This design comes from an exercise in tuning for small area on the open sky130 flow, not from production work.
The RTL was checked by simulation tests, not by an equivalence proof against the original design.
No run shown here takes its clock network from TritonCTS; it comes from the design's own scripts or RTL.
The flow treats the clock pin as an ideal source. Dropping or thinning the clock tree relies on that and would not hold on a real chip.
Power figures rest on the tool's default switching activity, not on a simulated workload.

`flow/flow/area.abc`:
```
strash
balance
rewrite
refactor
balance
rewrite
rewrite -z
balance
refactor -z
rewrite -z
balance
balance
rewrite
refactor
balance
rewrite
rewrite -z
balance
refactor -z
rewrite -z
balance
&get -n
&deepsyn -T 120 -S 4
&put
&get -n
&dch -f
&nf -p -R 1000 -F 8 -A 4
&put
topo
dnsize
```
`flow/standard.sh`:
```
#!/bin/bash
# synth_recipe.tcl (not shown) runs the flow's synth.tcl, then flattens the netlist and writes it again
# the make line also repeats each setting of config.mk as NAME=value (left out here)
make -C /OpenROAD-flow-scripts/flow DESIGN_CONFIG=/design/flow/config.mk WORK_HOME=/design/flow/orfs CLKGATE_MAP_FILE= SYNTH_SCRIPT=/design/flow/synth_recipe.tcl "${@:-finish}"
```
`flow/config.mk`:
```
export PLATFORM = sky130hd
export DESIGN_NAME = TopEntity
export DESIGN_NICKNAME = TopEntity
export VERILOG_FILES = /design/flow/design.v
export SDC_FILE = /design/flow/constraint.sdc
export NUM_CORES = 4
export LEC_CHECK = 0
export CAP_MARGIN = 20
export CORE_MARGIN = 2
export CORE_UTILIZATION = 40
export SLEW_MARGIN = 20
```
`flow/constraint.sdc`:
```
create_clock -name core_clock -period 10.0 [get_ports {clk100khz}]
set_input_delay 2.0000 -clock core_clock [delete_from_list [all_inputs] [get_ports {clk100khz}]]
set_output_delay 2.0000 -clock core_clock [all_outputs]
set_load 0.01 [all_outputs]
```
`flow/flow/manual_cts.tcl`:
```
# Manual clock tree: the clock port drives a few clock buffers directly, each
# feeding one cluster of flip-flops (k-means on the flip-flop positions).
# Sourced as PRE_CTS_TCL; replaces TritonCTS for this small design.
proc mcts_build {k cell} {
  set block [ord::get_db_block]
  set clknet [$block findNet clk100khz]
  set pts {}
  foreach it [$clknet getITerms] {
    set inst [$it getInst]
    set bb [$inst getBBox]
    set x [expr {([$bb xMin] + [$bb xMax]) / 2.0}]
    set y [expr {([$bb yMin] + [$bb yMax]) / 2.0}]
    lappend pts [list [$inst getName] [$it getMTerm] $x $y]
  }
  set n [llength $pts]
  # initial centres: spread along the sorted x order
  set sorted [lsort -real -index 2 $pts]
  set cx {}; set cy {}
  for {set i 0} {$i < $k} {incr i} {
    set p [lindex $sorted [expr {int(($i + 0.5) * $n / $k)}]]
    lappend cx [lindex $p 2]; lappend cy [lindex $p 3]
  }
  for {set iter 0} {$iter < 50} {incr iter} {
    set assign {}
    foreach p $pts {
      set best 0; set bd 1e30
      for {set i 0} {$i < $k} {incr i} {
        set dx [expr {[lindex $p 2] - [lindex $cx $i]}]
        set dy [expr {[lindex $p 3] - [lindex $cy $i]}]
        set d [expr {abs($dx) + abs($dy)}]
        if {$d < $bd} { set bd $d; set best $i }
      }
      lappend assign $best
    }
    set ncx {}; set ncy {}
    for {set i 0} {$i < $k} {incr i} {
      set sx 0; set sy 0; set c 0
      foreach p $pts a $assign {
        if {$a == $i} { set sx [expr {$sx + [lindex $p 2]}]; set sy [expr {$sy + [lindex $p 3]}]; incr c }
      }
      if {$c > 0} { lappend ncx [expr {$sx / $c}]; lappend ncy [expr {$sy / $c}] } else { lappend ncx [lindex $cx $i]; lappend ncy [lindex $cy $i] }
    }
    set cx $ncx; set cy $ncy
  }
  set dbu [$block getDbUnitsPerMicron]
  for {set i 0} {$i < $k} {incr i} {
    set pins {}
    foreach p $pts a $assign {
      if {$a == $i} { lappend pins [get_pins "[lindex $p 0]/[[lindex $p 1] getName]"] }
    }
    if {[llength $pins] == 0} { continue }
    set lx [expr {[lindex $cx $i] / $dbu}]
    set ly [expr {[lindex $cy $i] / $dbu}]
    puts "mcts: buffer $i drives [llength $pins] sinks at ($lx, $ly)"
    insert_buffer -buffer_cell $cell -net clk100khz -load_pins $pins \
      -location [list $lx $ly] -buffer_name clkbuf_m$i -net_name clknet_m$i
    set nn [get_full_name [get_nets -of_objects [lindex $pins 0]]]
    [$block findNet $nn] setSigType CLOCK
  }
  [$block findNet clk100khz] setSigType CLOCK
  set_propagated_clock [all_clocks]
}

rename clock_tree_synthesis tritoncts_clock_tree_synthesis
proc clock_tree_synthesis {args} {
  set k 3
  set cell sky130_fd_sc_hd__clkbuf_8
  if {[info exists ::env(MCTS_K)]} { set k $::env(MCTS_K) }
  if {[info exists ::env(MCTS_CELL)]} { set cell $::env(MCTS_CELL) }
  mcts_build $k $cell
}
```
`flow/flow/run.sh`:
```
#!/bin/bash
# Own layout flow: the standard flow with these changes, made through
# ORFS's own variables and hooks:
#  - synthesis is the standard flow's synthesis script with an area-oriented ABC script
#    (flow/area.abc) and without Yosys's adder extraction (ADDER_MAP_FILE
#    empty), so ABC maps all the logic itself;
#  - input/output ports are buffered with sky130_fd_sc_hd__buf_1;
#  - the clock tree is built by flow/manual_cts.tcl (a few clock buffers,
#    each driving one cluster of flip-flops) instead of TritonCTS.
# The tools' own logs are in orfs/logs/; make's output is in synth.log and
# standard.log here.
set -euo pipefail
here=$(pwd)
export FLOW_WORK="$here"
export MY_ABC_SCRIPT="$here/flow/area.abc"
export BUFFER_PORTS_ARGS="-buffer_cell sky130_fd_sc_hd__buf_1"
export PRE_CTS_TCL="$here/flow/manual_cts.tcl"
export MCTS_K=${MCTS_K:-3}
export MCTS_CELL=${MCTS_CELL:-sky130_fd_sc_hd__buf_12}

# synthesis (same make call as standard.sh, with the synthesis script and
# adder mapping changed)
make -C "$FLOW_HOME" DESIGN_CONFIG="$here/config.mk" WORK_HOME="$here/orfs" \
  CLKGATE_MAP_FILE= ADDER_MAP_FILE= SYNTH_SCRIPT="$here/flow/synth_wrap.tcl" \
  synth > synth.log 2>&1
grep -q "area.abc" abc_script_used.txt

# the rest of the standard flow, from the synthesised netlist
bash standard.sh > standard.log 2>&1
```
`flow/design.v`:
```
module CounterGrp
(
	input clk100khz,
	input rst,
	input mode_set,
	input inc,
	input dec,
	input clk1hz,
	output [3: 0] msb_h,
	output [3: 0] lsb_h,
	output [3: 0] msb_m,
	output [3: 0] lsb_m,
	output [3: 0] msb_s,
	output [3: 0] lsb_s,
	output reg [1: 0] mode_flag
);
	reg mode_set_pre;
	reg [1: 0] dec_pre;
	wire c_m, c_s;
	wire inc_h_real = (mode_flag == 2'd3 && ~inc) | c_m;
	wire inc_m_real = (mode_flag == 2'd2 && ~inc) | c_s;
	wire inc_s_real = (mode_flag == 2'd1 && ~inc) | clk1hz;
	wire dec_edge = ~dec & (dec_pre != mode_flag);   
	wire dec_h_e = dec_edge && mode_flag == 2'd3;
	wire dec_m_e = dec_edge && mode_flag == 2'd2;
	wire dec_s_e = dec_edge && mode_flag == 2'd1;
	Counter #(.max_num(23), .msb_w(2)) ch(.*, .inc(inc_h_real), .dec_e(dec_h_e), .msb(msb_h), .lsb(lsb_h), .c());
	Counter #(.max_num(59), .msb_w(3)) cm(.*, .inc(inc_m_real), .dec_e(dec_m_e), .msb(msb_m), .lsb(lsb_m), .c(c_m));
	Counter #(.max_num(59), .msb_w(3)) cs(.*, .inc(inc_s_real), .dec_e(dec_s_e), .msb(msb_s), .lsb(lsb_s), .c(c_s));
	always@(posedge clk100khz)
	begin
		if(rst)
			mode_flag <= 0;
		else if(mode_set_pre && !mode_set)   
			mode_flag <= mode_flag + 1'b1;
		mode_set_pre <= rst | mode_set;
		dec_pre <= (rst | dec) ? 2'd0 : mode_flag;
	end
endmodule
module Counter
	#(parameter integer max_num = 59, parameter integer msb_w = 3)
(
	input clk100khz,
	input rst,
	input inc,
	input dec_e,
	output [3: 0] msb,
	output reg [3: 0] lsb,
	output c
);
	localparam hours = max_num == 23;
	reg [msb_w - 1: 0] m;
	reg inc_pre;
	assign msb = m;
	wire [3: 0] l = lsb;
	wire inc_e = inc & ~inc_pre;
	wire l9 = l[3] & l[0];
	wire l0 = ~l[2] & ~l[0] & ~(l[3] ^ l[1]);
	wire m0 = ~|m;
	assign c = l[3] & l[1];
	wire at_max = hours ? m[msb_w - 1] & l[1] & l[0] : m[2] & m[0] & l9;
	wire [3: 0] l_up = {(l[3] & ~l[0] & ~l[1]) | (l[2] & l[1] & l[0]), l[2] ^ (l[1] & l[0]),
		(l[1] ^ l[0]) & ~l[3], ~l[0]};
	wire [3: 0] l_dn = {(l[3] & l[0]) | l0, (l[2] & (l[1] | l[0])) | (l[3] & ~l[0] & ~l[1]),
		~(l[1] ^ l[0]) & ~l0, ~l[0]};
	wire [msb_w - 1: 0] m_up, m_dn;
	generate
		if(hours)
		begin : g_h
			assign m_up = {m[0], ~m[1] & ~m[0]};
			assign m_dn = {m0, m[1]};
		end
		else
		begin : g_ms
			assign m_up = {(m[2] & ~m[0]) | (m[1] & m[0]), (m[1] ^ m[0]) & ~m[2], ~m[0]};
			assign m_dn = {(m[2] & m[0]) | m0, (m[1] & m[0]) | (m[2] & ~m[0]), ~m[0]};
		end
	endgenerate
	always@(posedge clk100khz)
	begin
		if(rst)
		begin
			m <= 0;
			lsb <= 0;
		end
		else if(inc_e)
		begin
			lsb <= at_max ? (hours ? 4'd0 : 4'b1010) : l_up;
			if(l9 | at_max)
				m <= m_up;
		end
		else if(dec_e)
		begin
			lsb <= (hours && m0 && l0) ? 4'd3 : l_dn;
			if(l0)
				m <= m_dn;
		end
		inc_pre <= rst ? 1'b0 : inc;
	end
endmodule
module KeyFilter
(
	input clk100khz,
	input rst,
	input phase2,
	input mode_set_o,
	input inc_o,
	input dec_o,
	output reg mode_set,
	output reg inc,
	output reg dec
);
	reg mode_set_buff;
	reg inc_buff;
	reg dec_buff;
	reg [7: 0] lfsr;
	wire last167 = (lfsr & 8'hd7) == 8'h86;
	wire wrap = last167 & phase2;
	always@(posedge clk100khz)
	begin
		if(rst | last167)
			lfsr <= 8'h00;
		else
			lfsr <= {~lfsr[6: 0], ~(lfsr[7] ^ lfsr[2])};
		if(rst)
		begin
			mode_set <= 1;
			inc <= 1;
			dec <= 1;
			mode_set_buff <= 1;
			inc_buff <= 1;
			dec_buff <= 1;
		end
		else if(wrap)
		begin
			mode_set <= mode_set_buff;
			inc <= inc_buff;
			dec <= dec_buff;
			mode_set_buff <= 1;
			inc_buff <= 1;
			dec_buff <= 1;
		end
		else
		begin
			mode_set_buff <= mode_set_buff & mode_set_o;
			inc_buff <= inc_buff & inc_o;
			dec_buff <= dec_buff & dec_o;
		end
	end
endmodule
module LedOutput
(
	input clk100khz,
	input rst,
	input [23: 0] digits,   
	input [1: 0] mode_flag,
	output wire [5: 0] scan,
	output wire [7: 0] dout,
	output wire clk1hz,
	output wire phase2
);
	function automatic [6: 0] led_num(input [3: 0] d);
		case(d)
			4'd0: led_num = 7'b0111111;   
			4'd1: led_num = 7'b0000110;
			4'd2: led_num = 7'b1011011;
			4'd3: led_num = 7'b1001111;
			4'd4: led_num = 7'b1100110;   
			4'd5: led_num = 7'b1101101;
			4'd6: led_num = 7'b1111101;
			4'd7: led_num = 7'b0000111;
			4'd8: led_num = 7'b1111111;   
			4'd9: led_num = 7'b1101111;
			4'd10: led_num = 7'b0111111;   
			default: led_num = 7'bx;
		endcase
	endfunction
	reg [2: 0] ptr;
	reg [2: 0] tick;
	reg [14: 0] lfsr;
	wire [5: 0] p1h = {~ptr[1] & ptr[2], ~ptr[0] & ptr[1], ptr[0] & ptr[2],
		~ptr[2] & ptr[1], ptr[0] & ~ptr[1], ~ptr[0] & ~ptr[2]};
	wire last16667 = (lfsr & 15'h35ff) == 15'h25ac;
	assign phase2 = p1h[2] | p1h[5];
	assign clk1hz = tick[2];
	wire hide = tick[2] & ~tick[0];
	wire [3: 0] curDigit =
		({4{p1h[0]}} & digits[23: 20]) |
		({4{p1h[1]}} & digits[19: 16]) |
		({4{p1h[2]}} & digits[15: 12]) |
		({4{p1h[3]}} & digits[11: 8]) |
		({4{p1h[4]}} & digits[7: 4]) |
		({4{p1h[5]}} & digits[3: 0]);
	wire field =
		(mode_flag == 2'd3 & (p1h[0] | p1h[1])) |
		(mode_flag == 2'd2 & (p1h[2] | p1h[3])) |
		(mode_flag == 2'd1 & (p1h[4] | p1h[5]));
	assign scan = {p1h[0], p1h[1], p1h[2], p1h[3], p1h[4], p1h[5]};
	assign dout = {p1h[1] | p1h[3], (hide & field) ? 7'b0 : led_num(curDigit)};
	always@(posedge clk100khz)
	if(rst)
	begin
		ptr <= 0;
		tick <= 0;
		lfsr <= 15'h0000;
	end
	else
	begin
		ptr <= {ptr[1: 0], ~ptr[2]};
		if(last16667)
		begin
			lfsr <= 15'h0000;
			tick <= {tick[1: 0], ~tick[2]};
		end
		else
			lfsr <= {~lfsr[13: 0], ~(lfsr[14] ^ lfsr[0])};
	end
endmodule
module TopEntity
(
	input clk100khz,
	input rst,
	input mode_set_o,
	input inc_o,
	input dec_o,
	output wire [5: 0] scan,
	output wire [7: 0] dout
);
	wire mode_set, inc, dec;
	wire [3: 0] msb_h, lsb_h, msb_m, lsb_m, msb_s, lsb_s;
	wire [23: 0] digits;
	wire [1: 0] mode_flag;
	wire clk1hz;      
	wire phase2;      
	assign digits = {msb_h, lsb_h, msb_m, lsb_m, msb_s, lsb_s};
	KeyFilter keyFilter(.*);
	CounterGrp CounterGrp(.*);
	LedOutput ledOutput(.*);
endmodule
```
`flow/flow/synth_wrap.tcl`:
```
# Synthesis for this flow: the standard flow's own synthesis script (synth_recipe.tcl, in
# the flow's work folder), with ABC's technology mapping run with the script
# given in MY_ABC_SCRIPT instead of ORFS's speed script. Everything else,
# including the flip-flop mapping and register names, is left as it is.
proc abc {args} {
  set i [lsearch -exact $args -script]
  if {$i >= 0 && [info exists ::env(MY_ABC_SCRIPT)]} {
    set args [lreplace $args [expr {$i + 1}] [expr {$i + 1}] $::env(MY_ABC_SCRIPT)]
    set f [open $::env(FLOW_WORK)/abc_script_used.txt w]
    puts $f $::env(MY_ABC_SCRIPT)
    close $f
  }
  yosys abc {*}$args
}
source $::env(FLOW_WORK)/synth_recipe.tcl
```
==> results by group, run 1 <==
Detailed routing
  – DR DRC count: 0
  – Total wire length: 5.19 mm
  – Drt via density: 5.34
  – WL/cell: 13.0 um
  – ANT nets after route: 0
  – Iteration-0 DRC count of the detailed router: 130
  – Drt first pass iters: 4
  – DR vias: 2132

Floorplan
  – Die area: 0.00703 mm2
  – CORE AREA: 0.00624 mm2
  – Die width: 83.9 um
  – Die H: 83.9 um
  – Cell row count: 29
  – Starting Density: 0.409
  – Top Ports: 19

Pwr
  – PwrDens: 141 mW/mm2
  – VDD IR max: 0.000107 V
  – P_leak: 0.998 nW

Final layout
  – Area Overhead vs Synth: 9.12%
  – Nets@finish: 329
  – Finished Core Util: 0.446
  – Layout cell share with drive strength beyond 1: 0.0155
  – N_diodes: 0
  – Fin area: 0.00278 mm2
  – Filler Cell Count: 630

STA
  – Max_slew headroom: 0.576
  – Clock Skews: 0.0157 ns
  – Slew @ Worst Pin: 0.631 ns
  – Period Utilization, post-route: 0.442
  – RSZ-0062 raised after global routing: false
  – Max-slew violations: 0
  – Final setup vio count: 0
  – Endpoints failing hold: 0
  – Final setup TNS: 0 ns
  – Tmin final: 4.42 ns
  – Max Fclk: 0.226 GHz

Clock tree
  – # hold bufs at CTS: 0
  – Clock-pin slew on the worst setup and hold paths: 0.08 ns
  – Clk Latency, worst-skew pair: 0.13 ns
  – Resized cells post-CTS: 0
  – Post-CTS setup buffer count: 0

Global routing
  – Aggregate global routing overflow: 0
  – First-pass GRT wire length: 8.61 mm
  – Largest net degree at the start of global routing: 46
  – Number of global-route vias before repair: 1844
  – Gr usage total: 0.141
  – Antenna violations before repair: 0

Critical path
  – Peak fanout along the critical path: 7
  – Worst path max stage delay: 0.49 ns
  – Setup crit start kind: flop
  – CP Buf/Inv Count: 1
  – Setup slack, reg-to-reg: 7.45 ns
  – Worst Path Arrival: 2.42 ns
  – Slowest CP cell: a221oi_1
  – Crit end category: output port
  – Cell family with most CP delay: compound AO/OA/AOI/OAI gates
  – Crit Reg-Reg Startpoint: CounterGrp.mode_flag[0]
  – CP Class: flop to output port
  – CP Launch Point: ledOutput.ptr[2]
  – Worst path cell trace: and2_0 > a22oi_1 > nand2_1 > a221oi_1 > xnor2_1 > a31oi_1 > o21ai_0 > a21boi_0 > buf_1
  – WP data required: 8.00 ns

Logic synthesis
  – Synth unique cells: 41
  – Syn Area/Cell: 8.50 um2
  – Post-synth ARST share: 0
  – Post-Syn Nets: 305
  – Number of synthesized register bits: 63
  – Ys Warns: 5
  – Mapped Cells: 300
  – Post-synth EDFFs: 0
  – Mapped Area: 0.00255 mm2
  – Seq/Total Area, Yosys: 0.494
  – Synth Flop Type: dfxtp_1

Placement
  – Port bufs: 18
  – DP Wirelength: 3.71 mm
  – Placed Area: 0.00272 mm2
  – GPL Wtd Cong: 0.835

Min path
  – Hold crit path type: flop to flop
  – Hold_sp: keyFilter.lfsr[3]

Flow run
  – Max Cap Viol: 0

Status
  – Status: no timing/DRC/antenna violations
==> Yosys cell counts, drive strengths merged, types with 3 or more instances <==
library cell / number / area share
a211oi: 3 / 0.0088
a21oi: 16 / 0.031
a221oi: 4 / 0.014
a22oi: 7 / 0.021
a31oi: 4 / 0.0098
and3: 3 / 0.0074
clkinv: 9 / 0.013
dfxtp: 63 / 0.49
mux2i: 3 / 0.012
nand2: 28 / 0.041
nand2b: 4 / 0.0098
nand3: 6 / 0.012
nor2: 63 / 0.093
nor2b: 12 / 0.029
nor3: 10 / 0.020
nor3b: 3 / 0.0088
nor4b: 3 / 0.010
o21a: 3 / 0.0088
o21ai: 16 / 0.031
o22a: 3 / 0.010
or2: 4 / 0.0098
or3: 5 / 0.012
xor2: 5 / 0.017
==> cell type report, clock buffers not listed <==
type	count	area (um2)	area share
Sequential cell	63	1260	0.453
Tap cell	77	96.3	0.0346
Timing Repair Buffer	19	76.3	0.0274
Multi-Input combinational cell	228	1260	0.451
Inverter	9	33.8	0.0121
==> layer usage <==
| layer | share of wire | track usage |
|---|---|---|
| met1 | 0.51 | 0.213 |
| met4 | 0.021 | 0.0249 |
| met3 | 0.025 | 0.00989 |
| met5 | 0 | 0 |
| met2 | 0.44 | 0.224 |
==> kinds of logic (layout without fill, tap and decap cells) <==
logic type / Yosys count / in the layout / synth area share
AO/OA/AOI/OAI: 68 / 68 / 0.177
XOR/XNOR: 7 / 7 / 0.0240
buffers and inverters: 9 / 31 / 0.0132
flip-flops: 63 / 63 / 0.494
multiplexers: 4 / 4 / 0.0162
AND/OR/NAND/NOR: 149 / 149 / 0.276
==> power by group <==
| group | total (mW) | internal, mW | switching [mW] |
|---|---|---|---|
| logic | 0.0177 | 0.00624 | 0.0115 |
| registers | 0.265 | 0.260 | 0.00527 |
| clock network | 0.110 | 0.0488 | 0.0609 |
| total | 0.393 | 0.315 | 0.0777 |
==> cell usage in the layout (no fill, tap or decap), drive strengths merged, types with 6 or more instances in the layout <==
| cell type | count |
|---|---|
| dfxtp | 63 |
| a21oi | 16 |
| nand2 | 28 |
| clkinv | 9 |
| nand3 | 6 |
| buf | 21 |
| nor2b | 12 |
| nor3 | 10 |
| a22oi | 7 |
| o21ai | 16 |
| nor2 | 63 |
==> registers in the layout (all words and copies together) (netlist names), 3 cells and up <==
| signal | cells |
|---|---|
| ledOutput.tick | 3 |
| CounterGrp.cm.m | 3 |
| CounterGrp.cs.m | 3 |
| CounterGrp.ch.lsb | 4 |
| CounterGrp.cs.lsb | 4 |
| CounterGrp.cm.lsb | 4 |
| keyFilter.lfsr | 8 |
| ledOutput.lfsr | 15 |
| ledOutput.ptr | 3 |
==> per-stage QoR <==
stage,hold slack (ns),power [mW],std cells,setup WS [ns]
6_report,0.382,0.393,399,5.58
5_1_grt,0.396,0.409,399,5.30
4_1_cts,0.387,0.397,399,5.57
3_5_place_dp,0.373,0.289,396,5.74
3_3_place_gp,0.369,0.289,396,5.81
2_1_floorplan,0.368,0.280,300,5.78
==> final timing paths <==
kind,to,cells after the start
max reg2reg,CounterGrp.cs.m[2],7
max,dout[5],9
min,keyFilter.lfsr[4],1
min reg2reg,keyFilter.lfsr[4],1
==> worst reg2reg max path, delay by kind of cell, from the launching register on <==
kind | cells | cell delay (ns)
flip-flops | 1 | 0.52
multiplexers | 1 | 0.28
AND/OR/NAND/NOR | 4 | 1.06
AO/OA/AOI/OAI | 2 | 0.61
==> run 2, diff against run 1 <==
--- a/flow/design.v
+++ b/flow/design.v
@@ -173,5 +173,9 @@
 			4'd9: led_num = 7'b1101111;
 			4'd10: led_num = 7'b0111111;   
-			default: led_num = 7'bx;
+			4'd11: led_num = 7'h07;
+			4'd12: led_num = 7'h27;
+			4'd13: led_num = 7'h2d;
+			4'd14: led_num = 7'h3d;
+			default: led_num = 7'h07;
 		endcase
 	endfunction
--- a/flow/flow/run.sh
+++ b/flow/flow/run.sh
@@ -7,5 +7,6 @@
 #  - input/output ports are buffered with sky130_fd_sc_hd__buf_1;
 #  - the clock tree is built by flow/manual_cts.tcl (a few clock buffers,
-#    each driving one cluster of flip-flops) instead of TritonCTS.
+#    each driving one cluster of flip-flops and sized for its load) instead
+#    of TritonCTS.
 # The tools' own logs are in orfs/logs/; make's output is in synth.log and
 # standard.log here.
@@ -17,5 +18,9 @@
 export PRE_CTS_TCL="$here/flow/manual_cts.tcl"
 export MCTS_K=${MCTS_K:-3}
-export MCTS_CELL=${MCTS_CELL:-sky130_fd_sc_hd__buf_12}
+export MCTS_CELL=${MCTS_CELL:-sky130_fd_sc_hd__buf_16}
+# each clock buffer is then downsized to the smallest of these that keeps its
+# flip-flops' estimated clock slew within MCTS_SLEW ns
+export MCTS_SIZES="sky130_fd_sc_hd__buf_4 sky130_fd_sc_hd__buf_6 sky130_fd_sc_hd__buf_8 sky130_fd_sc_hd__buf_12 sky130_fd_sc_hd__buf_16"
+export MCTS_SLEW=0.100
 
 # synthesis (same make call as standard.sh, with the synthesis script and
--- a/flow/flow/area.abc
+++ b/flow/flow/area.abc
@@ -21,5 +21,5 @@
 balance
 &get -n
-&deepsyn -T 120 -S 4
+&deepsyn -J 500 -S 4 -T 300
 &put
 &get -n
--- a/flow/flow/manual_cts.tcl
+++ b/flow/flow/manual_cts.tcl
@@ -60,4 +60,31 @@
   [$block findNet clk100khz] setSigType CLOCK
   set_propagated_clock [all_clocks]
+  if {[info exists ::env(MCTS_SIZES)]} { mcts_downsize $::env(MCTS_SIZES) $::env(MCTS_SLEW) }
+}
+
+# Swap each clock buffer for the smallest cell in sizes (smallest first) that
+# keeps the estimated slew at every flip-flop clock pin it drives within
+# target (ns), with placement-based parasitics.
+proc mcts_downsize {sizes target} {
+  foreach inst [get_cells clkbuf_m*] {
+    set name [get_full_name $inst]
+    set orig [get_property $inst ref_name]
+    set out [get_pins -of_objects $inst -filter "direction==output"]
+    set sinks [get_pins -of_objects [get_nets -of_objects $out] -filter "direction==input"]
+    set chosen $orig
+    foreach cell $sizes {
+      replace_cell $inst $cell
+      estimate_parasitics -placement
+      set worst 0
+      foreach p $sinks {
+        set sl [get_property $p slew_max]
+        if {$sl > $worst} { set worst $sl }
+      }
+      if {$worst <= $target} { set chosen $cell; break }
+    }
+    replace_cell $inst $chosen
+    puts "mcts: $name uses $chosen"
+  }
+  estimate_parasitics -placement
 }
 
==> run 2 against run 1 <==
  * Critical endpoint is now dout[3]
  * Critical path depth is 1 higher
  * Final cell count grew 0.75%
  * Area after synthesis increased by 0.20%
  * Worst hold slack better by 0.0038 ns
  * Largest cell class is now multi-input gates
  * Setup slack got worse by 0.085 ns
==> results by group, run 2 <==
Logic synthesis
  – Top post-synthesis cells by area: dfxtp_1 49%, nor2_1 9.8%, a21oi_1 4.9%
  – Most frequent cell after synthesis: nor2_1
  – Area leader, netlist: dfxtp_1
  – Post-Syn Nets: 309 (+1.3%)
  – Commonest cells post-synth: 67 x nor2_1, 63 x dfxtp_1, 25 x a21oi_1
  – Mapped Area: 0.00256 mm2 (+0.20%)
  – Seq/Total Area, Yosys: 0.493 (-0.000968)
  – Synth Flop Type: dfxtp_1
  – Number of synthesized register bits: 63 (unchanged)
  – Post-synth ARST share: 0 (unchanged)
  – Post-synth EDFFs: 0 (unchanged)
  – Share of the synthesized area in the top cell type: 0.493 (-0.000968)
  – Syn Area/Cell: 8.41 um2 (-1.1%)
  – Ys Warns: 5 (unchanged)
  – Synth unique cells: 40 (-2.4%)
  – Mapped Cells: 304 (+1.3%)

Clock tree
  – Clk Latency, worst-skew pair: 0.12 ns (about the same)
  – # hold bufs at CTS: 0 (unchanged)
  – Post-CTS setup buffer count: 0 (unchanged)
  – Resized cells post-CTS: 0 (unchanged)
  – Clock-pin slew on the worst setup and hold paths: 0.08 ns (about the same)

STA
  – Clock Skews: 0.00458 ns (-0.0111 ns)
  – RSZ-0062 raised after global routing: false
  – Max_slew headroom: 0.416 (-0.160)
  – Max-slew violations: 0 (unchanged)
  – Max Fclk: 0.222 GHz (-1.9%)
  – Final setup TNS: 0 ns (unchanged)
  – Period Utilization, post-route: 0.450 (+0.00849)
  – Fin worst setup slack: 5.50 ns (-0.0849 ns)
  – Slew @ Worst Pin: 0.875 ns (+0.244 ns)
  – Tmin final: 4.50 ns (+0.0849 ns)
  – Endpoints failing hold: 0 (unchanged)
  – Final setup vio count: 0 (unchanged)

Critical path
  – Slowest CP cell: dfxtp_1
  – Crit end category: output port
  – Worst path cell trace: clkinv_1 > nor2_1 > a222oi_1 > and3_1 > nor2b_1 > a21oi_1 > nor2_1 > nor3_1 > a2bb2oi_1 > buf_1
  – CP Class: flop to output port
  – Crit path top cell by count: nor2_1
  – WP data required: 8.00 ns (about the same)
  – Cell family with most CP delay: simple AND/OR/NAND/NOR gates
  – Worst path max stage delay: 0.42 ns (-0.07 ns)
  – Peak fanout along the critical path: 6 (-1)
  – CP Buf/Inv Count: 2 (+1)
  – Worst Path Arrival: 2.50 ns (+0.08 ns)
  – Setup crit start kind: flop

Detailed routing
  – DR vias: 2192 (+2.8%)
  – Drt first pass iters: 4 (unchanged)
  – Iteration-0 DRC count of the detailed router: 109 (-16%)
  – ANT nets after route: 0 (unchanged)
  – WL/cell: 13.4 um (+3.4%)
  – Drt via density: 5.45 (+2.0%)
  – DR DRC count: 0 (unchanged)
  – Total wire length: 5.40 mm (+4.2%)

Flow run
  – Max Cap Viol: 0 (unchanged)

Placement
  – DP Wirelength: 3.93 mm (+6.0%)
  – Port bufs: 18 (unchanged)
  – Placed Area: 0.00272 mm2 (about the same)
  – GPL Wtd Cong: 0.852 (+2.1%)
  – Pre-CTS setup slack: 5.64 ns (-0.0942 ns)

Final layout
  – N_diodes: 0 (unchanged)
  – Fin area: 0.00278 mm2 (about the same)
  – Commonest non-fill, non-tap cell in the layout: nor2_1
  – Regs by FF count: ledOutput.lfsr x15, keyFilter.lfsr x8
  – Commonest non-fill, non-tap cells in the layout: 67 x nor2_1, 63 x dfxtp_1, 25 x a21oi_1
  – Max reg flops: 15 (unchanged)
  – Finished Core Util: 0.443 (-0.00298)
  – Most flops, register: ledOutput.lfsr
  – Layout cell share with drive strength beyond 1: 0.0123 (-0.00322)
  – Nets@finish: 332 (+0.91%)
  – Area Overhead vs Synth: 8.81%

Global routing
  – Grt peak-use layer: met2
  – Grt met2 use: 0.246 (+0.0218)
  – Met3 Use GR: 0.0158 (+0.00593)
  – Met1 Use GR: 0.215 (+0.00190)
  – Antenna violations before repair: 0 (unchanged)
  – Aggregate global routing overflow: 0 (unchanged)
  – Largest net degree at the start of global routing: 46 (unchanged)
  – Number of global-route vias before repair: 1995 (+8.2%)
  – First-pass GRT wire length: 9.23 mm (+7.1%)
  – Gr usage total: 0.149 (+0.00824)

Floorplan
  – Top Ports: 19 (unchanged)
  – CORE AREA: 0.00628 mm2 (+0.58%)
  – Die area: 0.00705 mm2 (+0.19%)
  – Starting Density: 0.407 (-0.00157)
  – Cell row count: 29 (unchanged)
  – Die width: 83.9 um (about the same)
  – Die H: 83.9 um (about the same)

Pwr
  – Switching power: 0.0786 mW (+1.2%)
  – VDD IR max: 0.000140 V (+31%)
  – Clock network power share: 0.282 (+0.003)
  – Int Pwr: 0.315 mW (about the same)
  – Sw frac: 0.199 (+0.00175)
  – Reg power frac: 0.674 (-0.002)
  – Comb power frac: 0.044 (about the same)
  – P_leak: 1.00 nW (+0.68%)
  – PwrDens: 142 mW/mm2 (+0.35%)

Min path
  – Hold crit path type: flop to flop

Status
  – Status: no timing/DRC/antenna violations
[run 2: through the flow]
step           power [mW]  hold WS [ns]  instances
2_1_floorplan       0.280         0.368        304
3_3_place_gp        0.288         0.370        399
3_5_place_dp        0.288         0.374        399
4_1_cts             0.398         0.388        402
5_1_grt             0.409         0.399        402
6_report            0.394         0.386        402
[run 2: layer usage]
| layer | vias to the layer above | routed length, um |
|---|---|---|
| li1 | 1135 | - |
| met1 | 1011 | 2660 |
| met2 | 39 | 2430 |
| met3 | 7 | 249 |
| met4 | 0 | 61 |
| met5 | - | 0 |
[run 2: cell type report, clock buffers not listed]
cell class / count / area, um2
inverter: 8 / 30.0
timing repair buffer: 18 / 68.8
tap: 77 / 96.3
fill: 627 / 3500
multi-input combinational: 233 / 1260
sequential: 63 / 1260
[run 2: worst reg2reg max path, stage by stage (launching register included)]
cell and delay, ns:
dfxtp_1 0.36, clkinv_1 0.15, nand2_1 0.15, nor2_1 0.05, nor2_1 0.22, nor2_1 0.14, or3_1 0.45, nor3_1 0.22
nor2_1 0.09, nor2_1 0.12, nor2_1 0.07, a21oi_1 0.25, nor2_1 0.07, a211oi_1 0.22
[run 2: worst paths after layout]
kind,from,end,slack [ns],depth (start not counted)
max,ledOutput.ptr[2],dout[3],5.50,10
min,keyFilter.lfsr[5],keyFilter.lfsr[6],0.39,1
max reg2reg,CounterGrp.mode_flag[1],CounterGrp.cs.m[2],7.35,13
min reg2reg,keyFilter.lfsr[5],keyFilter.lfsr[6],0.39,1
[run 2: power by group through the flow]
stage	Clock (mW)	Combinational, mW	Sequential, mW
floorplan	0	0.0108	0.270
global placement	0	0.0173	0.271
detailed placement	0	0.0176	0.271
CTS	0.115	0.0176	0.265
global route	0.123	0.0198	0.266
finish	0.111	0.0174	0.265
[run 2: cells by family (layout without fill, tap and decap cells)]
group,count (synthesis),count (layout),synth area share
compound gates,77,77,0.196
xor+xnor,7,7,0.0240
buf+inv,8,29,0.0117
flops,63,63,0.493
mux,1,1,0.00392
simple gates,148,148,0.271
==> run 3, diff against run 2 <==
--- a/flow/design.v
+++ b/flow/design.v
@@ -115,10 +115,10 @@
 	reg dec_buff;
 	reg [7: 0] lfsr;
-	wire last167 = (lfsr & 8'hd7) == 8'h86;
+	wire last167 = (lfsr & 8'hd3) == 8'h51;
 	wire wrap = last167 & phase2;
 	always@(posedge clk100khz)
 	begin
 		if(rst | last167)
-			lfsr <= 8'h00;
+			lfsr <= 8'h5b;
 		else
 			lfsr <= {~lfsr[6: 0], ~(lfsr[7] ^ lfsr[2])};
@@ -185,5 +185,5 @@
 	wire [5: 0] p1h = {~ptr[1] & ptr[2], ~ptr[0] & ptr[1], ptr[0] & ptr[2],
 		~ptr[2] & ptr[1], ptr[0] & ~ptr[1], ~ptr[0] & ~ptr[2]};
-	wire last16667 = (lfsr & 15'h35ff) == 15'h25ac;
+	wire last16667 = (lfsr & 15'h1e3f) == 15'h1414;
 	assign phase2 = p1h[2] | p1h[5];
 	assign clk1hz = tick[2];
@@ -207,5 +207,5 @@
 		ptr <= 0;
 		tick <= 0;
-		lfsr <= 15'h0000;
+		lfsr <= 15'h22e3;
 	end
 	else
@@ -214,9 +214,9 @@
 		if(last16667)
 		begin
-			lfsr <= 15'h0000;
+			lfsr <= 15'h22e3;
 			tick <= {tick[1: 0], ~tick[2]};
 		end
 		else
-			lfsr <= {~lfsr[13: 0], ~(lfsr[14] ^ lfsr[0])};
+			lfsr <= {~lfsr[13: 0], ~(lfsr[14] ^ lfsr[6])};
 	end
 endmodule
--- a/flow/config.mk
+++ b/flow/config.mk
@@ -8,4 +8,5 @@
 export CAP_MARGIN = 20
 export CORE_MARGIN = 2
-export CORE_UTILIZATION = 40
+export CORE_UTILIZATION = 65
+export PLACE_DENSITY = 0.85
 export SLEW_MARGIN = 20
==> run 3 against run 2 <==
  * Still clean
  * Die area decreased by 37%
  * Final area decreased by 1.7%
  * Routed wire length decreased by 3.0%
  * Highest routed layer unchanged
  * Clock skew increased by 0.011 ns
  * Power decreased by 0.85%
  * Register-to-register slack improved by 0.02 ns
  * Maximum frequency increased by 1.5%
  * Via count increased by 0.59%
  * Sequential share of layout area increased by 0.77 points
  * Final cell count decreased by 9.5%
  * Largest cell class is now flip-flops and latches
==> results by group, run 3 <==
Detailed routing
  – Iteration-0 DRC count of the detailed router: 169 (+55%)
  – Top sig layer: met4
  – DR DRC count: 0 (unchanged)
  – Drt via density: 6.06 (+11%)
  – Met2 WL: 2.46 mm (+1.3%)
  – Total wire length: 5.24 mm (-3.0%)
  – Drt first pass iters: 5 (+1)
  – Met3 wire len: 299 um (+20%)
  – M1 wire length: 2.40 mm (-9.8%)
  – ANT nets after route: 0 (unchanged)
  – DR vias: 2205 (+0.59%)
  – WL/cell: 14.4 um (+7.1%)

STA
  – Final setup vio count: 0 (unchanged)
  – Clock Skews: 0.0158 ns (+0.0112 ns)
  – Slew @ Worst Pin: 0.680 ns (-0.196 ns)
  – Max Fclk: 0.225 GHz (+1.5%)
  – RSZ-0062 raised after global routing: false
  – Max-slew violations: 0 (unchanged)
  – Final setup TNS: 0 ns (unchanged)
  – Period Utilization, post-route: 0.444 (-0.00656)
  – Endpoints failing hold: 0 (unchanged)
  – Tmin final: 4.44 ns (-0.0656 ns)
  – Max_slew headroom: 0.541 (+0.124)

Logic synthesis
  – Most frequent cell after synthesis: dfxtp_1
  – Mapped Area: 0.00254 mm2 (-0.59%)
  – Mapped Cells: 294 (-3.3%)
  – Post-Syn Nets: 299 (-3.2%)
  – Synth Area in Adders: 0 (unchanged)
  – Mux share of post-synthesis cell area: 0.00788 (+0.00396)
  – Largest family of logic cells by synthesized area: simple AND/OR/NAND/NOR gates
  – Post-synth EDFFs: 0 (unchanged)
  – Syn Area/Cell: 8.64 um2 (+2.8%)
  – Synth Area in Compound Gates: 0.191 (-0.00524)
  – Ys Warns: 5 (unchanged)
  – Share of the synthesized area in the top cell type: 0.496 (+0.00292)
  – Commonest cells post-synth: 63 x dfxtp_1, 48 x nor2_1, 41 x nand2_1
  – Synth Flop Type: dfxtp_1
  – Simple-gate portion of the synthesized area: 0.275 (+0.00455)
  – Post-synth ARST share: 0 (unchanged)
  – Number of synthesized register bits: 63 (unchanged)
  – Seq/Total Area, Yosys: 0.496 (+0.00292)
  – Area leader, netlist: dfxtp_1
  – XOR/XNOR share of the synthesized area: 0.0207 (-0.00330)
  – Synth unique cells: 39 (-2.5%)
  – Top post-synthesis cells by area: dfxtp_1 50%, nor2_1 7.1%, nand2_1 6.1%

Critical path
  – WP data required: 8.00 ns (about the same)
  – Worst Path Arrival: 2.44 ns (-0.06 ns)
  – Crit end category: output port
  – Setup crit start kind: flop
  – Peak fanout along the critical path: 7 (+1)
  – CP Class: flop to output port

Placement
  – Port bufs: 18 (unchanged)
  – DP Wirelength: 3.78 mm (-4.0%)
  – GPL Wtd Cong: 0.884 (+3.8%)

Floorplan
  – Starting Density: 0.684 (+0.277)
  – Top Ports: 19 (unchanged)
  – Die H: 66.5 um (-21%)
  – Die width: 66.5 um (-21%)
  – CORE AREA: 0.00372 mm2 (-41%)
  – Cell row count: 22 (-24%)
  – Die area: 0.00443 mm2 (-37%)

Final layout
  – Area of the multi-input gates: 0.00126 mm2 (-0.59%)
  – Nets@finish: 323 (-2.7%)
  – Area Overhead vs Synth: 7.63%
  – Register Area: 0.00126 mm2 (unchanged)
  – Layout cell share with drive strength beyond 1: 0.0158 (+0.00352)
  – Most flops, register: ledOutput.lfsr
  – Filler Cell Count: 305 (-51%)
  – N_diodes: 0 (unchanged)
  – Max reg flops: 15 (unchanged)
  – Commonest non-fill, non-tap cell in the layout: dfxtp_1
  – Commonest non-fill, non-tap cells in the layout: 63 x dfxtp_1, 48 x nor2_1, 41 x nand2_1
  – Regs by FF count: ledOutput.lfsr x15, keyFilter.lfsr x8

Clock tree
  – Clk Latency, worst-skew pair: 0.14 ns (+0.02 ns)
  – Resized cells post-CTS: 0 (unchanged)
  – Post-CTS setup buffer count: 0 (unchanged)
  – Clock-pin slew on the worst setup and hold paths: 0.10 ns (+0.02 ns)
  – # hold bufs at CTS: 0 (unchanged)

Global routing
  – Aggregate global routing overflow: 0 (unchanged)
  – Number of global-route vias before repair: 2041 (+2.3%)
  – Largest net degree at the start of global routing: 47 (+2.2%)
  – First-pass GRT wire length: 8.83 mm (-4.3%)
  – Antenna violations before repair: 0 (unchanged)
  – Gr usage total: 0.246 (+0.0970)

Pwr
  – Overall power: 0.390 mW (-0.85%)
  – PwrDens: 143 mW/mm2 (+0.83%)
  – VDD IR max: 0.000120 V (-15%)
  – P_leak: 1.03 nW (+2.3%)

Status
  – Status: no timing/DRC/antenna violations

Flow run
  – Max Cap Viol: 0 (unchanged)

Min path
  – Hold crit path type: flop to flop
==> run 3: cell count changes after synthesis, moves of 3 or more <==
cell,previous run,this run
o21a_1,2,6
nand2_1,22,41
nand2b_1,2,7
o21ai_0,14,10
nor4_1,0,3
nand4_1,1,4
o22ai_1,5,0
a211oi_1,5,2
a21oi_1,25,16
nor3_1,13,10
nor2_1,67,48
and2_0,4,1
a22o_1,1,4
==> run 3: worst paths after layout <==
| check | depth (start not counted) | slack (ns) | end | from |
|---|---|---|---|---|
| setup / recovery | 10 | 5.56 | dout[0] | ledOutput.ptr[1] |
| setup reg to reg | 10 | 7.37 | CounterGrp.cs.m[1] | CounterGrp.mode_flag[0] |
| hold / removal | 1 | 0.37 | keyFilter.lfsr[6] | keyFilter.lfsr[5] |
| hold reg to reg | 1 | 0.37 | keyFilter.lfsr[6] | keyFilter.lfsr[5] |
==> run 3: cell families (layout without fill, tap and decap cells) <==
logic type / after synthesis / count (layout)
AOI/OAI and AO/OA: 69 / 69
xor gates and xnor gates: 6 / 6
buffers and inverters: 6 / 28
DFF: 63 / 63
muxes: 2 / 2
and+or+nand+nor: 148 / 148
==> run 3: final cells by class, clock buffers not listed <==
class                   instances  area share
inverters                       6     0.00823
repair buffers                 19      0.0279
flip-flops and latches         63       0.461
well taps                      48      0.0220
multi-input cells             225       0.460
==> run 3: routing by layer <==
layer  track usage  vias to the layer above
li1              -                     1113
met1         0.329                     1007
met2         0.428                       76
met3        0.0304                        9
met4        0.0510                        0
met5             0                        -
==> run 3: where the power goes <==
group	total [mW]	internal (mW)	switching [mW]
sequential	0.264	0.259	0.00496
clock	0.108	0.0457	0.0621
combinational	0.0187	0.00666	0.0121
==> run 3: per-stage QoR <==
stage	setup slack (ns)	cell area, um2	std cells	hold slack (ns)	util
final	5.56	2740	364	0.373	0.736
after global routing	5.35	2740	364	0.385	0.736
after CTS	5.60	2740	364	0.375	0.736
after detailed placement	5.80	2680	361	0.351	0.721
after global placement	5.89	2680	361	0.346	0.721
after floorplan	5.80	2540	294	0.343	-
==> run 3: critical path: stages, from the launching register on <==
cell and delay, ns:
dfxtp_1 0.37, nor2b_1 0.22, a222oi_1 0.40, nand2_1 0.17
nand2_1 0.15, nand2_1 0.08, o22a_1 0.21, a211oi_1 0.28
o21a_1 0.16, or2_0 0.10, buf_1 0.15
==> run 4, diff against run 3 <==
--- a/flow/config.mk
+++ b/flow/config.mk
@@ -8,5 +8,4 @@
 export CAP_MARGIN = 20
 export CORE_MARGIN = 2
-export CORE_UTILIZATION = 65
-export PLACE_DENSITY = 0.85
+export CORE_UTILIZATION = 40
 export SLEW_MARGIN = 20
==> run 4 against run 3 <==
  * Sequential share of layout area decreased by 0.75 points
  * Worst hold slack gained 0.0037 ns
  * First-iteration DRC count shrank 29%
  * Combinational power hardly changed
  * Critical path depth stayed put
  * Still clean
  * Maximum frequency grew 1.7%
  * Die area rose by 58%
  * Sequential power hardly changed
  * Largest cell class unchanged
  * Sequential cell count stayed put
  * Core utilization down 29 points
  * Routed wire length is 0.11% higher
  * Global-route usage down 10 points
  * Critical endpoint unchanged
==> results by group, run 4 <==
STA
  – Final setup TNS: 0 ns (unchanged)
  – RSZ-0062 raised after global routing: false
  – Tmin final: 4.36 ns (-0.0724 ns)
  – Final setup vio count: 0 (unchanged)
  – Period Utilization, post-route: 0.436 (-0.00724)
  – Endpoints failing hold: 0 (unchanged)
  – Max-slew violations: 0 (unchanged)
  – Max_slew headroom: 0.602 (+0.0609)
  – Clock Skews: 0.0145 ns (-0.00128 ns)
  – Slew @ Worst Pin: 0.589 ns (-0.0901 ns)
  – Fin worst setup slack: 5.64 ns (+0.0724 ns)
  – Max Fclk: 0.229 GHz (+1.7%)

Min path
  – Hold_sp: ledOutput.lfsr[8]
  – Hold Path Stages: 1 (unchanged)
  – Min-Delay Endpoint: ledOutput.lfsr[9]
  – Hold crit path type: flop to flop

Detailed routing
  – Total wire length: 5.25 mm (+0.11%)
  – ANT nets after route: 0 (unchanged)
  – Iteration-0 DRC count of the detailed router: 120 (-29%)
  – Drt via density: 5.39 (-11%)
  – DR vias: 2117 (-4.0%)
  – DR DRC count: 0 (unchanged)
  – Drt first pass iters: 4 (-1)
  – WL/cell: 13.3 um (-7.3%)

Clock tree
  – Resized cells post-CTS: 0 (unchanged)
  – Clock-pin slew on the worst setup and hold paths: 0.09 ns (about the same)
  – Post-CTS setup buffer count: 0 (unchanged)
  – # hold bufs at CTS: 0 (unchanged)
  – Clk Latency, worst-skew pair: 0.13 ns (about the same)

Logic synthesis
  – Post-synth EDFFs: 0 (unchanged)
  – Most frequent cell after synthesis: dfxtp_1
  – Post-synth ARST share: 0 (unchanged)
  – Post-Syn Nets: 299 (unchanged)
  – Number of synthesized register bits: 63 (unchanged)
  – Commonest cells post-synth: 63 x dfxtp_1, 48 x nor2_1, 41 x nand2_1
  – Synth Flop Type: dfxtp_1
  – Top post-synthesis cells by area: dfxtp_1 50%, nor2_1 7.1%, nand2_1 6.1%
  – Mapped Cells: 294 (unchanged)
  – Ys Warns: 5 (unchanged)
  – Mapped Area: 0.00254 mm2 (unchanged)
  – Synth unique cells: 39 (unchanged)
  – Seq/Total Area, Yosys: 0.496 (unchanged)
  – Share of the synthesized area in the top cell type: 0.496 (unchanged)
  – Area leader, netlist: dfxtp_1
  – Syn Area/Cell: 8.64 um2 (unchanged)

Final layout
  – Filler Cell Count: 646 (+110%)
  – Max reg flops: 15 (unchanged)
  – Fin area: 0.00278 mm2 (+1.6%)
  – Nets@finish: 323 (unchanged)
  – Commonest non-fill, non-tap cell in the layout: dfxtp_1
  – N_diodes: 0 (unchanged)
  – Final cell count without fillers: 393 (+8.0%)
  – Most flops, register: ledOutput.lfsr
  – Layout cell share with drive strength beyond 1: 0.0158 (unchanged)
  – Area Overhead vs Synth: 9.40%
  – Regs by FF count: ledOutput.lfsr x15, keyFilter.lfsr x8
  – Commonest non-fill, non-tap cells in the layout: 63 x dfxtp_1, 48 x nor2_1, 41 x nand2_1

Critical path
  – Worst Path Arrival: 2.36 ns (-0.08 ns)
  – Worst path cell trace: nor2b_1 > a222oi_1 > nand2_1 > nand2_1 > nand2_1 > o22a_1 > a211oi_1 > o21a_1 > or2_0 > buf_1
  – Worst path max stage delay: 0.37 ns (-0.03 ns)
  – CP Buf/Inv Count: 1 (unchanged)
  – Crit Reg-Reg Startpoint: CounterGrp.mode_flag[0]
  – Setup crit start kind: flop
  – Slowest CP cell: dfxtp_1
  – Worst r2r dst: CounterGrp.cs.m[1]
  – Crit path top cell by count: nand2_1
  – Setup slack, reg-to-reg: 7.33 ns (-0.04 ns)
  – CP Class: flop to output port
  – WP data required: 8.00 ns (about the same)
  – Cell family with most CP delay: compound AO/OA/AOI/OAI gates
  – Crit end category: output port
  – Peak fanout along the critical path: 7 (unchanged)
  – FF-to-FF path depth: 10 (unchanged)

Global routing
  – Largest net degree at the start of global routing: 47 (unchanged)
  – First-pass GRT wire length: 8.62 mm (-2.3%)
  – Aggregate global routing overflow: 0 (unchanged)
  – Antenna violations before repair: 0 (unchanged)
  – Gr usage total: 0.143 (-0.103)
  – Number of global-route vias before repair: 1805 (-12%)

Floorplan
  – CORE AREA: 0.00624 mm2 (+68%)
  – Die width: 83.7 um (+26%)
  – Die H: 83.7 um (+26%)
  – Cell row count: 29 (+32%)
  – Starting Density: 0.407 (-0.277)
  – Die area: 0.00701 mm2 (+58%)
  – Top Ports: 19 (unchanged)

Placement
  – GPL Wtd Cong: 0.845 (-4.4%)
  – Pre-CTS setup slack: 5.80 ns (+0.00323 ns)
  – Port bufs: 18 (unchanged)
  – Dpl cells: 390 (+8.0%)
  – DP Wirelength: 3.80 mm (+0.62%)
  – Placed Area: 0.00271 mm2 (+1.4%)

Flow run
  – Max Cap Viol: 0 (unchanged)

Pwr
  – P_leak: 1.03 nW (+0.38%)
  – Overall power: 0.398 mW (+1.9%)
  – VDD IR max: 0.000140 V (+17%)
  – PwrDens: 143 mW/mm2 (+0.28%)

Status
  – Status: no timing/DRC/antenna violations
-- run 4: cell types whose count changed in the layout (fill, tap and decap cells not counted) --
cell    before  now
buf_16       1    2
buf_6        0    1
buf_8        2    0
-- run 4: area by class of cell, clock buffers not listed --
cell class              instances  area [um2]  area share
repair buffers                 19        76.3      0.0275
well taps                      77        96.3      0.0347
multi-input cells             225        1260       0.452
inverters                       6        22.5     0.00810
flip-flops and latches         63        1260       0.454
-- run 4: stage by stage --
step                      hold slack (ns)  utilization
after floorplan                     0.343            -
after global routing                0.392        0.445
final                               0.376        0.445
after global placement              0.345        0.435
after detailed placement            0.353        0.435
after CTS                           0.377        0.445
-- run 4: report_power, final --
group / total [mW] / switching (mW) / internal (mW)
clock: 0.116 / 0.0620 / 0.0535
sequential: 0.264 / 0.00496 / 0.259
combinational: 0.0187 / 0.0120 / 0.00666
total: 0.398 / 0.0790 / 0.319
-- run 4: per-layer routing --
metal  wire, um  part of all wire  GRT usage  vias up
met1       2690              0.51      0.218      970
met5          0                 0          0        -
met2       2250              0.43      0.225       36
li1           -                 -          -     1105
met4         57             0.011     0.0132        0
met3        248             0.047     0.0178        6
-- run 4: cell families after synthesis --
family,share of synthesized area
AND/OR/NAND/NOR,0.275
AO/OA/AOI/OAI,0.191
flip-flops,0.496
XOR/XNOR,0.0207
buffers and inverters,0.00886
multiplexers,0.00788
-- run 4: worst max-delay path by stage --
stage                           from  endpoint  slack, ns  depth (start not counted)
floorplan           ledOutput.ptr[1]   dout[0]       5.80                          9
global placement    ledOutput.ptr[1]   dout[0]       5.88                         10
detailed placement  ledOutput.ptr[1]   dout[0]       5.80                         10
CTS                 ledOutput.ptr[1]   dout[0]       5.65                         10
global route        ledOutput.ptr[2]   dout[0]       5.40                         10
finish              ledOutput.ptr[1]   dout[0]       5.64                         10
-- run 4: worst register-to-register path: cells and delay by family (launching register included) --
family | cells | cell delay, ns
and+or+nand+nor | 6 | 1.28
DFF | 1 | 0.51
buffers and inverters | 1 | 0.16
muxes | 1 | 0.13
AOI/OAI and AO/OA | 2 | 0.47
==> run 5, diff against run 4 <==
--- a/flow/config.mk
+++ b/flow/config.mk
@@ -8,4 +8,5 @@
 export CAP_MARGIN = 20
 export CORE_MARGIN = 2
-export CORE_UTILIZATION = 40
+export CORE_UTILIZATION = 80
+export PLACE_DENSITY = 0.92
 export SLEW_MARGIN = 20
==> run 5 against run 4 <==
  * Setup slack worse by 0.083 ns
  * Core utilization is 45 points higher
  * First-iteration DRC count grew to 2.9 times the previous value
  * Still clean
  * Clock skew is 0.0075 ns lower
  * Combinational power is 5% higher
  * Sequential cell count stayed put
==> results by group, run 5 <==
Critical path
  – Setup crit start kind: flop
  – Peak fanout along the critical path: 7 (unchanged)
  – Crit Reg-Reg Startpoint: CounterGrp.mode_flag[1]
  – Worst r2r dst: CounterGrp.cs.m[1]
  – Crit path top cell by count: nand2_1
  – FF-to-FF path depth: 8 (-2)
  – Worst Path Arrival: 2.45 ns (+0.09 ns)
  – CP Class: flop to output port
  – Crit end category: output port
  – WP data required: 8.00 ns (about the same)
  – Worst path cell trace: nor2b_1 > a222oi_1 > nand2_1 > nand2_1 > nand2_1 > o22a_1 > a211oi_1 > o21a_1 > or2_0 > buf_1
  – Worst path max stage delay: 0.39 ns (+0.02 ns)
  – Slowest CP cell: a222oi_1
  – Setup slack, reg-to-reg: 7.16 ns (-0.17 ns)

STA
  – Period Utilization, post-route: 0.445 (+0.00826)
  – Max-slew violations: 0 (unchanged)
  – Final setup TNS: 0 ns (unchanged)
  – Clock Skews: 0.00704 ns (-0.00746 ns)
  – Max_slew headroom: 0.520 (-0.0812)
  – Endpoints failing hold: 0 (unchanged)
  – Max Fclk: 0.225 GHz (-1.9%)
  – Slew @ Worst Pin: 0.710 ns (+0.120 ns)
  – Final setup vio count: 0 (unchanged)
  – Fin worst setup slack: 5.55 ns (-0.0826 ns)
  – Tmin final: 4.45 ns (+0.0826 ns)
  – Worst Hold Margin: 0.379 ns (+0.00277 ns)
  – RSZ-0062 raised after global routing: false

Detailed routing
  – Drt first pass iters: 8 (+4)
  – ANT nets after route: 0 (unchanged)
  – DR vias: 2351 (+11%)
  – Iteration-0 DRC count of the detailed router: 347 (+190%)
  – DR DRC count: 0 (unchanged)
  – Total wire length: 6.14 mm (+17%)
  – WL/cell: 17.1 um (+28%)
  – Drt via density: 6.53 (+21%)

Final layout
  – Area of the multi-input gates: 0.00126 mm2 (unchanged)
  – Register Area: 0.00126 mm2 (unchanged)
  – Area Overhead vs Synth: 7.29%
  – Commonest non-fill, non-tap cells in the layout: 63 x dfxtp_1, 48 x nor2_1, 41 x nand2_1
  – Max reg flops: 15 (unchanged)
  – Layout cell share with drive strength beyond 1: 0.0127 (-0.00316)
  – Fin area: 0.00273 mm2 (-1.9%)
  – Commonest non-fill, non-tap cell in the layout: dfxtp_1
  – N_diodes: 0 (unchanged)
  – Filler Cell Count: 125 (-81%)
  – Regs by FF count: ledOutput.lfsr x15, keyFilter.lfsr x8
  – Most flops, register: ledOutput.lfsr
  – Nets@finish: 323 (unchanged)
  – Finished Core Util: 0.900 (+0.455)
  – Final cell count without fillers: 360 (-8.4%)

Clock tree
  – # hold bufs at CTS: 0 (unchanged)
  – Clk Latency, worst-skew pair: 0.13 ns (about the same)
  – Clock-pin slew on the worst setup and hold paths: 0.08 ns (about the same)
  – Post-CTS setup buffer count: 0 (unchanged)
  – Resized cells post-CTS: 0 (unchanged)

Logic synthesis
  – Synth Flop Type: dfxtp_1
  – Mapped Area: 0.00254 mm2 (unchanged)
  – Largest family of logic cells by synthesized area: simple AND/OR/NAND/NOR gates
  – Mux share of post-synthesis cell area: 0.00788 (unchanged)
  – Most frequent cell after synthesis: dfxtp_1
  – XOR/XNOR share of the synthesized area: 0.0207 (unchanged)
  – Share of the synthesized area in the top cell type: 0.496 (unchanged)
  – Ys Warns: 5 (unchanged)
  – Mapped Cells: 294 (unchanged)
  – Post-synth EDFFs: 0 (unchanged)
  – Syn Area/Cell: 8.64 um2 (unchanged)
  – Seq/Total Area, Yosys: 0.496 (unchanged)
  – Top post-synthesis cells by area: dfxtp_1 50%, nor2_1 7.1%, nand2_1 6.1%
  – Synth unique cells: 39 (unchanged)
  – Number of synthesized register bits: 63 (unchanged)
  – Simple-gate portion of the synthesized area: 0.275 (unchanged)
  – Synth Area in Adders: 0 (unchanged)
  – Area leader, netlist: dfxtp_1
  – Commonest cells post-synth: 63 x dfxtp_1, 48 x nor2_1, 41 x nand2_1
  – Post-synth ARST share: 0 (unchanged)
  – Synth Area in Compound Gates: 0.191 (unchanged)
  – Post-Syn Nets: 299 (unchanged)

Pwr
  – Switching power: 0.0797 mW (+0.93%)
  – Reg power frac: 0.680 (+0.017)
  – Sw frac: 0.205 (+0.00627)
  – Overall power: 0.389 mW (-2.2%)
  – P_leak: 1.02 nW (-0.79%)
  – Comb power frac: 0.051 (+0.004)
  – Clock network power share: 0.270 (-0.020)
  – VDD IR max: 0.000189 V (+35%)
  – Int Pwr: 0.310 mW (-2.9%)
  – PwrDens: 143 mW/mm2 (-0.23%)

Floorplan
  – Cell row count: 20 (-31%)
  – Die width: 60.4 um (-28%)
  – Starting Density: 0.839 (+0.432)
  – Top Ports: 19 (unchanged)
  – Die H: 60.4 um (-28%)
  – Die area: 0.00364 mm2 (-48%)
  – CORE AREA: 0.00303 mm2 (-51%)

Global routing
  – First-pass GRT wire length: 10.3 mm (+19%)
  – Antenna violations before repair: 0 (unchanged)
  – Largest net degree at the start of global routing: 47 (unchanged)
  – Aggregate global routing overflow: 0 (unchanged)
  – Gr usage total: 0.370 (+0.227)
  – Number of global-route vias before repair: 2270 (+26%)

Min path
  – Hold Path Stages: 1 (unchanged)
  – Hold_sp: keyFilter.lfsr[5]
  – Min-Delay Endpoint: keyFilter.lfsr[6]
  – Hold crit path type: flop to flop

Placement
  – Dpl cells: 357 (-8.5%)
  – GPL Wtd Cong: 0.922 (+9.1%)
  – Port bufs: 18 (unchanged)
  – DP Wirelength: 4.37 mm (+15%)
  – Placed Area: 0.00267 mm2 (-1.6%)
  – Pre-CTS setup slack: 5.75 ns (-0.0470 ns)

Status
  – Status: no timing/DRC/antenna violations

Flow run
  – Max Cap Viol: 0 (unchanged)
[run 5: changes by cell type in the layout (fill, tap and decap cells not counted)]
cell,before,now
buf_16,2,0
buf_6,1,0
buf_12,0,2
clkbuf_2,1,0
buf_1,17,18
buf_8,0,1
[run 5: routing by layer]
| layer | vias to the layer above | GRT usage | wire [um] |
|---|---|---|---|
| li1 | 1110 | - | - |
| met1 | 1078 | 0.446 | 2380 |
| met2 | 132 | 0.644 | 2970 |
| met3 | 31 | 0.0618 | 521 |
| met4 | 0 | 0.171 | 266 |
| met5 | - | 0 | 0 |
[run 5: final cells by class, clock buffers not listed]
class / instances / share of cell area
sequential: 63 / 0.463
multi-input combinational: 225 / 0.461
timing repair buffer: 19 / 0.0275
tap: 44 / 0.0202
inverter: 6 / 0.00826
[run 5: power groups by stage]
stage | Clock, mW | Combinational [mW] | Sequential, mW
6_report | 0.105 | 0.0197 | 0.265
2_1_floorplan | 0 | 0.0116 | 0.268
5_1_grt | 0.113 | 0.0218 | 0.265
3_5_place_dp | 0 | 0.0190 | 0.270
4_1_cts | 0.103 | 0.0193 | 0.264
3_3_place_gp | 0 | 0.0179 | 0.269
[run 5: kinds of logic (layout without fill, tap and decap cells)]
family	after synthesis	after routing
buffers and inverters	6	28
xor gates and xnor gates	6	6
muxes	2	2
and+or+nand+nor	148	148
DFF	63	63
AOI/OAI and AO/OA	69	69
[run 5: worst max-delay path: cells and delay by family, from the launching register on]
kind	cells	cell delay [ns]
and+or+nand+nor	5	0.73
AOI/OAI and AO/OA	4	1.06
buffers and inverters	1	0.15
DFF	1	0.38
[run 5: worst max-delay path by stage]
| stage | from | end | depth (start not counted) |
|---|---|---|---|
| floorplan | ledOutput.ptr[1] | dout[0] | 9 |
| global placement | ledOutput.ptr[1] | dout[0] | 10 |
| detailed placement | ledOutput.ptr[1] | dout[0] | 10 |
| CTS | ledOutput.ptr[1] | dout[0] | 10 |
| global route | ledOutput.ptr[2] | dout[0] | 10 |
| finish | ledOutput.ptr[1] | dout[0] | 10 |

==> afterwards: timing with drivers on the ports <==
The results above use ideal ports. As a check the final layouts listed here were re-extracted and re-timed, cells and wires unchanged.
Step 1 assumes that a clkbuf_16 drives the clock port and a buf_2 every other input.
Step 2 times the ports against the registers' clock, not the clock port: input delays grow and output delays shrink by t, the midpoint of the rising clock arrivals with the driver on.
a / b / c = ideal ports / drivers / drivers and shift; a / b = the first two.
run | t (ns) | setup slack, ns | clock arrival spread, ns | slew at the worst register clock pin (ns) | worst slew at a driven data input, ns
run 1 | 0.183 | 5.584 / 5.520 / 5.703 | 0.015 / 0.015 | 0.09 / 0.09 | 0.03
run 2 | 0.185 | 5.499 / 5.434 / 5.619 | 0.004 / 0.005 | 0.09 / 0.09 | 0.03
run 3 | 0.193 | 5.565 / 5.502 / 5.694 | 0.016 / 0.015 | 0.10 / 0.10 | 0.03
run 4 | 0.192 | 5.637 / 5.568 / 5.760 | 0.015 / 0.014 | 0.09 / 0.09 | 0.03
run 5 | 0.185 | 5.554 / 5.493 / 5.678 | 0.008 / 0.008 | 0.09 / 0.09 | 0.03
After both steps setup and hold are still met in every run listed.
